This is an optimization exercise on Yosys and OpenROAD, whose aim is small area, not a production implementation. Function was checked by simulation only, so behaviour that the tests miss may differ from the original.

==> v17: inputs <==
==> flow/design.v <==
module golife #(
	parameter SIDEWIDTH = 16
)(
	input  wire clk,
	input  wire rst,
	input  wire load,
	input  wire run,
	input  wire [SIDEWIDTH-1:0][SIDEWIDTH-1:0] ingrid,
	output reg  [SIDEWIDTH-1:0][SIDEWIDTH-1:0] grid
);
    localparam N = SIDEWIDTH;
    wire [N-1:0][N-1:0] h0, h1;
    wire [N/2-1:0][N-1:0] t0, t1, t2, ty;
    genvar i, j;
    generate
        for (i = 0; i < N; i = i + 1) begin: row
            for (j = 0; j < N; j = j + 1) begin: col
                gl_fa u_h3(.a(grid[i][(j+N-1)%N]), .b(grid[i][j]), .c(grid[i][(j+1)%N]),
                           .s(h0[i][j]), .co(h1[i][j]));
            end
        end
        for (i = 0; i < N/2; i = i + 1) begin: prow
            for (j = 0; j < N; j = j + 1) begin: pcol
                gl_pair u_t(.a0(h0[2*i][j]), .a1(h1[2*i][j]), .b0(h0[2*i+1][j]), .b1(h1[2*i+1][j]),
                            .t0(t0[i][j]), .t1(t1[i][j]), .t2(t2[i][j]), .y(ty[i][j]));
            end
        end
        for (i = 0; i < N; i = i + 1) begin: crow
            for (j = 0; j < N; j = j + 1) begin: ccol
                localparam P = i / 2;
                localparam O = (i % 2 == 0) ? (i + N - 1) % N : (i + 1) % N;
                wire d;
                gl_next u_n(.t0(t0[P][j]), .t1(t1[P][j]), .t2(t2[P][j]), .y(ty[P][j]),
                            .h0(h0[O][j]), .h1(h1[O][j]), .g(grid[i][j]), .in(ingrid[i][j]),
                            .rst(rst), .load(load), .run(run), .d(d));
                always @(posedge clk) grid[i][j] <= d;
            end
        end
    endgenerate
endmodule
module gl_fa(input wire a, input wire b, input wire c, output wire s, output wire co);
    assign s = a ^ b ^ c;
    assign co = (a & b) | (a & c) | (b & c);
endmodule
module gl_pair(input wire a0, input wire a1, input wire b0, input wire b1,
               output wire t0, output wire t1, output wire t2, output wire y);
    wire cy = a0 & b0;
    assign t0 = a0 ^ b0;
    gl_fa u_fa(.a(a1), .b(b1), .c(cy), .s(t1), .co(t2));
    assign y = t1 ^ t2;
endmodule
module gl_next(input wire t0, input wire t1, input wire t2, input wire y,
               input wire h0, input wire h1, input wire g, input wire in,
               input wire rst, input wire load, input wire run, output wire d);
    wire x1 = t1 ^ h1;
    wire A  = ~t2 & x1;
    wire nxt = h0 ? (A & (~t0 | g)) : (t0 ? A : (g & ~x1 & y));
    assign d = rst ? 1'b0 : load ? in : run ? nxt : g;
endmodule
==> flow/run.sh <==
#!/bin/bash
# synth_recipe.tcl (not shown) runs the flow's synth.tcl, then flattens the netlist and writes it again
# the make line also repeats each setting of config.mk as NAME=value (left out here)
make -C /OpenROAD-flow-scripts/flow DESIGN_CONFIG=/design/flow/config.mk WORK_HOME=/design/flow/orfs CLKGATE_MAP_FILE= SYNTH_SCRIPT=/design/flow/synth_recipe.tcl finish
==> flow/config.mk <==
export PLATFORM = sky130hd
export DESIGN_NAME = golife
export DESIGN_NICKNAME = golife
export VERILOG_FILES = /design/flow/design.v
export SDC_FILE = /design/flow/constraint.sdc
export NUM_CORES = 4
export LEC_CHECK = 0
export CAP_MARGIN = 20
export CORE_MARGIN = 2
export CORE_UTILIZATION = 60
export SLEW_MARGIN = 20
export SYNTH_HIERARCHICAL = 1
==> flow/constraint.sdc <==
create_clock -name core_clock -period 5.0 [get_ports {clk}]
set_input_delay 1.0000 -clock core_clock [delete_from_list [all_inputs] [get_ports {clk}]]
set_output_delay 1.0000 -clock core_clock [all_outputs]
set_load 0.01 [all_outputs]
==> v8: changes against v17 <==
==> flow/design.v, changed modules only <==
module golife #(
	parameter SIDEWIDTH = 16
)(
	clk,
	rst,
	load,
	run,
	ingrid,
	grid
);
    input	wire	clk;
    input	wire	rst;
    input	wire	load;
    input	wire	run;
    input	wire	[SIDEWIDTH-1:0][SIDEWIDTH-1:0]	ingrid;
    output	wire	[SIDEWIDTH-1:0][SIDEWIDTH-1:0]	grid;
    genvar i, j;
    generate
        for (i = 0; i < SIDEWIDTH; i = i + 1) begin: row
            for (j = 0; j < SIDEWIDTH; j = j + 1) begin: column
                game_cell game_cell_inst(
                    .clk(clk),
                    .rst(rst),
                    .load(load),
                    .run(run),
                    .right_upper(grid[(SIDEWIDTH+(i+1))%SIDEWIDTH][(SIDEWIDTH+(j+1))%SIDEWIDTH]),
                    .right      (grid[(SIDEWIDTH+(i  ))%SIDEWIDTH][(SIDEWIDTH+(j+1))%SIDEWIDTH]),
                    .right_lower(grid[(SIDEWIDTH+(i-1))%SIDEWIDTH][(SIDEWIDTH+(j+1))%SIDEWIDTH]),
                    .lower      (grid[(SIDEWIDTH+(i-1))%SIDEWIDTH][(SIDEWIDTH+(j  ))%SIDEWIDTH]),
                    .left_lower (grid[(SIDEWIDTH+(i-1))%SIDEWIDTH][(SIDEWIDTH+(j-1))%SIDEWIDTH]),
                    .left       (grid[(SIDEWIDTH+(i  ))%SIDEWIDTH][(SIDEWIDTH+(j-1))%SIDEWIDTH]),
                    .left_upper (grid[(SIDEWIDTH+(i+1))%SIDEWIDTH][(SIDEWIDTH+(j-1))%SIDEWIDTH]),
                    .upper      (grid[(SIDEWIDTH+(i+1))%SIDEWIDTH][(SIDEWIDTH+(j  ))%SIDEWIDTH]),
                    .self       (grid[(SIDEWIDTH+(i  ))%SIDEWIDTH][(SIDEWIDTH+(j  ))%SIDEWIDTH]),
                    .inself     (ingrid[i][j]));
            end
        end
    endgenerate
endmodule    
module game_cell(
    clk,
    rst,
    load,
    run,
    right_upper,
    right,
    right_lower,
    lower,
    left_lower,
    left,
    left_upper,
    upper,
    self,
    inself
);
    input wire clk;
    input wire rst;
    input wire load;
    input wire run;
    input wire right_upper;
    input wire right;
    input wire right_lower;
    input wire lower;
    input wire left_lower;
    input wire left;
    input wire left_upper;
    input wire upper;
    output reg self;
    input wire inself;
    parameter LIVE = 1'b1;
    parameter DEAD = 1'b0;
    reg state;
    wire [3:0] liveCells;
    assign liveCells = right_upper + right + right_lower + lower + left_lower + left + left_upper + upper;
    always @(posedge clk) begin
        if (rst) begin
            self <= DEAD;
        end
        else begin
            if (load) begin
                self <= inself;
            end
            else if (run) begin
                if (liveCells < 2) begin
                    self <= DEAD;
                end
                else if (liveCells > 3) begin
                    self <= DEAD;
                end
                else if (liveCells == 3) begin
                    self <= LIVE;
                end
            end
        end
    end
endmodule
// module gl_fa removed
// module gl_pair removed
// module gl_next removed
- CORE_UTILIZATION: 60 -> 40
- SYNTH_HIERARCHICAL: 1 -> default
==> summary.txt <==
quantity                                           v17              v8
Dpl hpwl                                      86800 um       152000 um
Run status                              finished clean  finished clean
FF-to-FF setup slack                           2.17 ns         1.02 ns
Post-place instance area                     41100 um2       62500 um2
Worst hold path stage count                          3               2
Routed wl met2                                51800 um        88600 um
Levels on crit path                                  1               8
Initial antenna violation count                      1               2
Multi-input gates                                 3200            3813
Global-route wire length before repair       175000 um       289000 um
Tot GR Track Use                                 37.0%           26.2%
Nonclk inv count                                   256            1546

[re-timing with driven ports]
How much do the figures lean on ideal ports? The routed layouts below were timed once more, with nothing changed but the port constraints. Step 1, drivers: a clkbuf_16 drives clk and a buf_2 each remaining input, both assumed. Step 2, shift: input delay + t, output delay - t, t = (earliest + latest rising clock arrival at the registers) / 2. This alone moves slack from input paths to output paths. a / b / c = no drivers / after step 1 / after step 2; a / b = the first two.
run	t (ns)	setup slack, ns	worst setup path after step 2	slew at the worst register clock pin (ns)
v17	0.619	2.106 / 2.042 / 2.142	input to register	0.06 / 0.06
v8	0.688	1.020 / 1.020 / 1.020	register to register	0.07 / 0.07
After both steps every run listed still meets setup and hold.
